Context: an optimization exercise on an open-source flow, tuned for a short achievable clock period and few clock cycles. The choices shown serve that exercise and are no tape-out recipe.
Only simulation tests tie the RTL to the original design; equivalence was not proved.

onyx:
==> flow/design.v <==
module alu
(
    input  logic [7:0]  a,
    input  logic [7:0]  bIn,
    input  logic [1:0]  f,
    input  logic        lg,
    input  logic        cFlag,
    output logic [10:0] y
);
    logic       sub, ci, co, za, zl;
    logic [7:0] aa, b, g, p, c, sum, lres, res;
    logic       G10, P10, G32, P32, G54, P54, G76, P76;
    logic       G20, P20, G30, P30, G64, P64, G74, P74;
    logic       G40, P40, G50, P50, G60, P60, G70, P70;
    always_comb begin
        sub = f[0];
        ci  = f[1] & cFlag;
        aa  = a ^ {8{sub}};
        b   = bIn;
        g   = aa & b;
        p   = aa ^ b;
        G10 = g[1] | (p[1] & g[0]);   P10 = p[1] & p[0];
        G32 = g[3] | (p[3] & g[2]);   P32 = p[3] & p[2];
        G54 = g[5] | (p[5] & g[4]);   P54 = p[5] & p[4];
        G76 = g[7] | (p[7] & g[6]);   P76 = p[7] & p[6];
        G20 = g[2] | (p[2] & G10);    P20 = p[2] & P10;
        G30 = G32  | (P32  & G10);    P30 = P32  & P10;
        G64 = g[6] | (p[6] & G54);    P64 = p[6] & P54;
        G74 = G76  | (P76  & G54);    P74 = P76  & P54;
        G40 = g[4] | (p[4] & G30);    P40 = p[4] & P30;
        G50 = G54  | (P54  & G30);    P50 = P54  & P30;
        G60 = G64  | (P64  & G30);    P60 = P64  & P30;
        G70 = G74  | (P74  & G30);    P70 = P74  & P30;
        c[0] = ci;
        c[1] = g[0] | (p[0] & ci);
        c[2] = G10  | (P10  & ci);
        c[3] = G20  | (P20  & ci);
        c[4] = G30  | (P30  & ci);
        c[5] = G40  | (P40  & ci);
        c[6] = G50  | (P50  & ci);
        c[7] = G60  | (P60  & ci);
        co   = G70  | (P70  & ci);
        sum  = p ^ c ^ {8{sub}};
        if (sub)
            za = ((a ^ ~bIn) == {a[6:0] | ~bIn[6:0], !ci});
        else
            za = ((a ^ bIn) == {a[6:0] | bIn[6:0], ci});
        case (f)
            2'd0:    lres = ~(a | bIn);
            2'd1:    lres = ~(a & bIn);
            2'd2:    lres = a ^ bIn;
            default: lres = ~(a ^ bIn);
        endcase
        zl  = (lres == 8'd0);
        res = lg ? lres : sum;
        y   = {lg ? 1'b0 : co, lg ? zl : za, res[7], res};
    end
endmodule
module micro
(
    input  logic        _iClk,
    input  logic        _iReset,
    input  logic [7:0]  _iInstMemData,
    output logic [7:0]  _oInstMemAddr,
    input  logic [7:0]  _iDataMemRData,
    output logic [7:0]  _oDataMemAddr,
    output logic [7:0]  _oDataMemWData,
    output logic        _oDataMemWrite
);
    localparam int CW = 8;
    logic [7:0]        romAddr;
    logic [7:0]        opTmp;
    logic              f2V;
    logic              f2Free;
    logic              f2Same;
    logic              f2Dem;
    logic [6:0]        f2Idx;
    logic [CW-1:0]     f2C;
    logic              f2Ju;
    logic              f2Plain;
    logic [7:0]        f2Pn;
    logic [7:0]        f2Ka;
    logic              f2Pt;
    localparam int NE = 64;
    logic [NE-1:0]     cValid;
    logic [NE-1:0]     cTag;         
    logic [NE-1:0]     cPlain;       
    logic [NE-1:0]     cPt;          
    logic [CW*NE-1:0]  cCtl;
    logic [8*NE-1:0]   cPn;          
    logic [8*NE-1:0]   cKa;          
    logic [7:0]        pc;
    logic [CW-1:0]     fC;
    logic [7:0]        fPn;
    logic [7:0]        fKa;
    logic              fPt;
    logic              fHit;
    logic [7:0] pcA, pcN, pcK;
    wire  [7:0] pcNt = ~pcN;
    wire  [7:0] pcKt = ~pcK;
    assign fPn[3:0] = cPn[pc[6:1]*8 +: 4];
    assign fPn[7:4] = cPn[pcA[6:1]*8 + 4 +: 4];
    assign fHit = cValid[pcA[6:1]] && (cTag[pcA[6:1]] == pcA[7]);
    assign fC   = cCtl[pcNt[6:1]*CW +: CW];
    assign fKa  = cKa[pcKt[6:1]*8 +: 8];
    assign fPt  = cPt[pcKt[6:1]];
    logic       fBad;
    logic       badLast;
    logic [7:0] pcPrev;
    assign fBad = !fHit && (cValid[pcA[6:1]] || pcA[7]);
    logic              xRedirect;
    logic [6:0]        xIdx;
    logic [7:0]        xPn;
    logic [7:0]        xKa;
    logic              xPt;
    logic              uV;
    logic [6:0]        uIdx;
    logic [7:0]        uPn;
    logic [7:0]        uKa;
    logic              uPt;
    logic       missV;
    logic       f3V;
    logic [6:0] f3Idx;
    logic       wantV;
    logic [6:0] wantIdx;
    logic [7:0] missPc;
    logic       inFlight;
    assign inFlight = (romAddr[7:1] == missPc[7:1]) ||
                      (f2V && (f2Idx == missPc[7:1])) ||
                      (f3V && (f3Idx == missPc[7:1]));
    always_ff @(posedge _iClk) begin
        logic ld, st, alu, ju, jc, imm, lg;
        logic [7:0] op, arg, tgt, fall;
        logic [6:0] idx;
        op   = opTmp;
        arg  = _iInstMemData;
        idx  = romAddr[7:1];
        ld   = (op == 8'h00) || (op == 8'h02);
        st   = (op == 8'h01) || (op == 8'h03);
        alu  = ((op[7:6] == 2'b01) || (op[7:6] == 2'b10)) && (op[5:3] == 3'b000);
        ju   = (op == 8'hC0);
        jc   = (op[7:2] == 6'b110000) && (op[1:0] != 2'b00);
        imm  = (op[7:6] == 2'b00) ? op[1] : op[2];
        lg   = op[7];
        fall = {idx, 1'b0} + 8'd2;
        tgt  = fall + arg;
        f2Idx   <= idx;
        f2Free  <= !cValid[idx[5:0]];
        f2Same  <= cValid[idx[5:0]] && (cTag[idx[5:0]] == idx[6]);
        f2Dem   <= wantV && (idx == wantIdx);
        f2C     <= {op[1:0], lg, imm, jc, alu, st, ld};
        f2Ju    <= ju;
        f2Plain <= !ju && !jc;
        f2Pt    <= arg[7];
        f2Pn    <= (ju || (jc && arg[7])) ? tgt : fall;
        f2Ka    <= !jc ? arg : (arg[7] ? fall : tgt);
    end
    always_ff @(posedge _iClk, posedge _iReset) begin
        if (_iReset) begin
            romAddr <= 8'd0;
            missV   <= 1'b0;
            f3V     <= 1'b0;
            wantV   <= 1'b0;
            f2V     <= 1'b0;
            cValid  <= '0;
        end
        else begin
            missV <= !fHit && !xRedirect && !badLast;
            if (!fHit && !xRedirect && !badLast)
                wantV <= 1'b1;
            else if (f2V && f2Dem)
                wantV <= 1'b0;
            f3V   <= f2V;
            if (missV && !inFlight)
                romAddr <= missPc;
            else
                romAddr <= romAddr + 8'd1;
            f2V <= romAddr[0];
            if (f2Wr)
                cValid[f2Idx[5:0]] <= 1'b1;
        end
    end
    logic       f2Wr;
    logic [6:0] f2Prev;
    assign f2Wr   = f2V && !f2Same && (f2Free || f2Dem);
    assign f2Prev = f2Idx - 7'd1;
    always_ff @(posedge _iClk) begin
        missPc <= pc;
        if (!fHit && !xRedirect && !badLast)
            wantIdx <= pc[7:1];
        f3Idx  <= f2Idx;
        if (!romAddr[0])
            opTmp <= _iInstMemData;
        for (int i = 0; i < NE; i++) begin
            if (f2Wr && f2Idx[5:0] == i) begin
                cTag[i]          <= f2Idx[6];
                cCtl[i*CW +: CW] <= f2C;
                cPlain[i]        <= f2Plain;
                cKa[i*8 +: 8]    <= f2Ka;
                cPt[i]           <= f2Pt;
            end
            else if (uV && uIdx[5:0] == i && cTag[i] == uIdx[6]) begin
                cKa[i*8 +: 8]    <= uKa;
                cPt[i]           <= uPt;
            end
        end
    end
    always_ff @(posedge _iClk, posedge _iReset) begin
        if (_iReset) begin
            for (int i = 0; i < NE; i++)
                cPn[i*8 +: 8] <= 8'(2 * i);
        end
        else begin
            for (int i = 0; i < NE; i++) begin
                if (f2Wr && f2Idx[5:0] == i)
                    cPn[i*8 +: 8] <= f2Pn;
                else if (uV && uIdx[5:0] == i && cTag[i] == uIdx[6])
                    cPn[i*8 +: 8] <= uPn;
                else if (f2V && f2Ju && f2Prev[5:0] == i && cValid[i] &&
                         cTag[i] == f2Prev[6] && cPlain[i])
                    cPn[i*8 +: 8] <= f2Pn;
            end
        end
    end
    always_ff @(posedge _iClk, posedge _iReset) begin
        if (_iReset)
            uV <= 1'b0;
        else
            uV <= xRedirect;
    end
    always_ff @(posedge _iClk) begin
        uIdx <= xIdx;
        uPn  <= xKa;
        uKa  <= xPn;
        uPt  <= !xPt;
    end
    assign _oInstMemAddr = romAddr;
    logic          xV;
    logic [CW-1:0] xC;
    logic [7:0]    acc;
    logic          flagC, flagZ, flagN;
    wire        xLd  = xC[0];
    wire        xAlu = xC[2];
    wire        xJc  = xC[3];
    wire        xImm = xC[4];
    wire        xLg  = xC[5];
    wire [1:0]  xF   = xC[7:6];
    logic [7:0]  aluB;
    logic [10:0] aluY;
    assign aluB = xImm ? xKa : _iDataMemRData;
    alu aluInst (.a(acc), .bIn(aluB), .f(xF), .lg(xLg), .cFlag(flagC), .y(aluY));
    logic [7:0] accNext;
    logic       cNext, zNext, nNext;
    always_comb begin
        accNext = acc;
        cNext   = flagC;
        zNext   = flagZ;
        nNext   = flagN;
        if (xV && xLd)
            accNext = aluB;
        if (xV && xAlu) begin
            accNext = aluY[7:0];
            cNext   = aluY[10];
            zNext   = aluY[9];
            nNext   = aluY[8];
        end
    end
    logic xTaken;
    always_comb begin
        case (xF)
            2'd1: xTaken = flagZ;
            2'd2: xTaken = flagC;
            default: xTaken = flagN;
        endcase
        xRedirect = xV && xJc && (xTaken != xPt);
    end
    wire        fSt  = fC[1];
    wire        fImm = fC[4];
    logic [7:0] dAddr;
    logic       xSI;         
    assign _oDataMemAddr  = xSI ? acc : dAddr;
    assign _oDataMemWData = xSI ? xKa : acc;
    wire        fIssue = fHit && !xRedirect && !badLast;
    logic [7:0] pcNext;
    always_comb begin
        if (xRedirect)
            pcNext = xKa;
        else if (badLast)
            pcNext = pcPrev;
        else
            pcNext = fPn;
    end
    always_ff @(posedge _iClk, posedge _iReset) begin
        if (_iReset) begin
            pc             <= 8'd0;
            pcA            <= 8'd0;
            pcK            <= 8'd0;
            badLast        <= 1'b0;
            xV             <= 1'b0;
            acc            <= 8'd0;
            flagC          <= 1'b0;
            flagZ          <= 1'b1;
            flagN          <= 1'b0;
            _oDataMemWrite <= 1'b0;
        end
        else begin
            acc   <= accNext;
            flagC <= cNext;
            flagZ <= zNext;
            flagN <= nNext;
            xV <= fIssue;
            _oDataMemWrite <= fIssue && fSt;
            pc   <= pcNext;
            pcA  <= (xRedirect || badLast) ? (xRedirect ? xKa : pcPrev) : fPn;
            pcK  <= ~pcNext;
            badLast <= fBad && !xRedirect && !badLast;
        end
    end
    always_ff @(posedge _iClk) begin
        pcN    <= ~pcNext;
        pcPrev <= pc;
    end
    always_ff @(posedge _iClk) begin
        xC    <= fC;
        xPn   <= fPn;
        xKa   <= fKa;
        xPt   <= fPt;
        xIdx  <= pc[7:1];
        dAddr <= fKa;
        xSI   <= fSt && fImm;
    end
endmodule
make LEC_CHECK=0 CAP_MARGIN=20 CORE_MARGIN=2 CORE_UTILIZATION=40 SETUP_SLACK_MARGIN=2.6 SLEW_MARGIN=20 TNS_END_PERCENT=100 finish   # period 5.0 ns
run.sh (not shown) runs the stock make flow with config.mk's settings and CLKGATE_MAP_FILE= SYNTH_SCRIPT=/design/flow/synth_recipe.tcl, a recipe that flattens the netlist after the stock synthesis.
onyx finished every stage and its layout cleared the timing, DRC and antenna checks.
Testbench counts of onyx, summed over its fixed seeds: cycles 24,178.
Edits applied to the flow inputs when going from onyx to violet:
-- flow/design.v --
<<< onyx, line 96
    logic              fPt;
    logic              fHit;
    logic [7:0] pcA, pcN, pcK;
    wire  [7:0] pcNt = ~pcN;
    wire  [7:0] pcKt = ~pcK;
    assign fPn[3:0] = cPn[pc[6:1]*8 +: 4];
    assign fPn[7:4] = cPn[pcA[6:1]*8 + 4 +: 4];
    assign fHit = cValid[pcA[6:1]] && (cTag[pcA[6:1]] == pcA[7]);
    assign fC   = cCtl[pcNt[6:1]*CW +: CW];
    assign fKa  = cKa[pcKt[6:1]*8 +: 8];
    assign fPt  = cPt[pcKt[6:1]];
    logic       fBad;
    logic       badLast;
    logic [7:0] pcPrev;
    assign fBad = !fHit && (cValid[pcA[6:1]] || pcA[7]);
    logic              xRedirect;
    logic [6:0]        xIdx;
>>> violet, line 96
    logic              fPt;
    logic              fHit;
    logic [7:0] pcA, pcB, pcD, pcN, pcN2, pcK, pcK2;
    wire  [7:0] pcNt  = ~pcN;
    wire  [7:0] pcN2t = ~pcN2;
    wire  [7:0] pcKt  = ~pcK;
    wire  [7:0] pcK2t = ~pcK2;
    assign fPn[1:0] = cPn[pc[6:1]*8 +: 2];
    assign fPn[3:2] = cPn[pcA[6:1]*8 + 2 +: 2];
    assign fPn[5:4] = cPn[pcB[6:1]*8 + 4 +: 2];
    assign fPn[7:6] = cPn[pcD[6:1]*8 + 6 +: 2];
    assign fHit = cValid[pc[6:1]] && (cTag[pc[6:1]] == pc[7]);
    assign fC[3:0]  = cCtl[pcNt[6:1]*CW +: 4];
    assign fC[7:4]  = cCtl[pcN2t[6:1]*CW + 4 +: 4];
    assign fKa[3:0] = cKa[pcKt[6:1]*8 +: 4];
    assign fKa[7:4] = cKa[pcK2t[6:1]*8 + 4 +: 4];
    assign fPt  = cPt[pcKt[6:1]];
    logic       fBad;
    logic       badLast;
    logic [7:0] pcPrev;
    assign fBad = !fHit && (cValid[pc[6:1]] || pc[7]);
    logic              xRedirect;
    logic [6:0]        xIdx;
<<< onyx, line 295
            pc             <= 8'd0;
            pcA            <= 8'd0;
            pcK            <= 8'd0;
            badLast        <= 1'b0;
            xV             <= 1'b0;
>>> violet, line 301
            pc             <= 8'd0;
            pcA            <= 8'd0;
            pcB            <= 8'd0;
            pcD            <= 8'd0;
            pcK            <= 8'd0;
            pcK2           <= 8'd0;
            badLast        <= 1'b0;
            xV             <= 1'b0;
<<< onyx, line 313
            pc   <= pcNext;
            pcA  <= (xRedirect || badLast) ? (xRedirect ? xKa : pcPrev) : fPn;
            pcK  <= ~pcNext;
            badLast <= fBad && !xRedirect && !badLast;
        end
>>> violet, line 322
            pc   <= pcNext;
            pcA  <= (xRedirect || badLast) ? (xRedirect ? xKa : pcPrev) : fPn;
            pcB  <= badLast ? pcPrev : (xRedirect ? xKa : fPn);
            pcD  <= ({8{xRedirect}} & xKa) | ({8{badLast}} & pcPrev) |
                    ({8{!xRedirect && !badLast}} & fPn);
            pcK  <= ~pcNext;
            pcK2 <= ~((xRedirect || badLast) ? (xRedirect ? xKa : pcPrev) : fPn);
            badLast <= fBad && !xRedirect && !badLast;
        end
<<< onyx, line 319
    always_ff @(posedge _iClk) begin
        pcN    <= ~pcNext;
        pcPrev <= pc;
    end
>>> violet, line 332
    always_ff @(posedge _iClk) begin
        pcN    <= ~pcNext;
        pcN2   <= ~(badLast ? pcPrev : (xRedirect ? xKa : fPn));
        pcPrev <= pc;
    end
--- outcome ---
- Utilization onyx -> violet: down
- Summary of violet over onyx: multi-input gate share of the layout cell area has increased; horizontal extent of the die now larger; via count decreased 2252.
- Routed wire length improves in violet relative to onyx.
Testbench counts of violet, summed over its fixed seeds: cycles 24,178.

-- port drivers added, routing unchanged --
The flow's constraints put no driver on any port. The routed layouts listed below were extracted and timed again, unchanged, in two steps. Step 1 assumes that a clkbuf_16 drives the clock port and a buf_2 every other input. Step 2 adds t to the input delays and takes it off the output delays; t is the mean of the earliest and latest rising clock arrival at the registers after step 1. Input paths then give back, and output paths get back, about the clock's delay inside the block. a / b / c = no drivers / after step 1 / after step 2; a / b = the first two.
| run | t (ns) | setup slack, ns | worst setup path at the end | slew at the worst register clock pin (ns) | cell pins on the clock port's net |
|---|---|---|---|---|---|
| onyx | 0.954 | 1.907 / 1.907 / 1.779 | input to register | 0.07 / 0.07 | 1 |
| violet | 0.963 | 1.861 / 1.861 / 1.542 | input to register | 0.07 / 0.07 | 1 |
After both steps every run listed still meets setup and hold. The setup slack of violet, which loses most, moves by 0.000 ns with the drivers and by -0.319 ns with both steps.
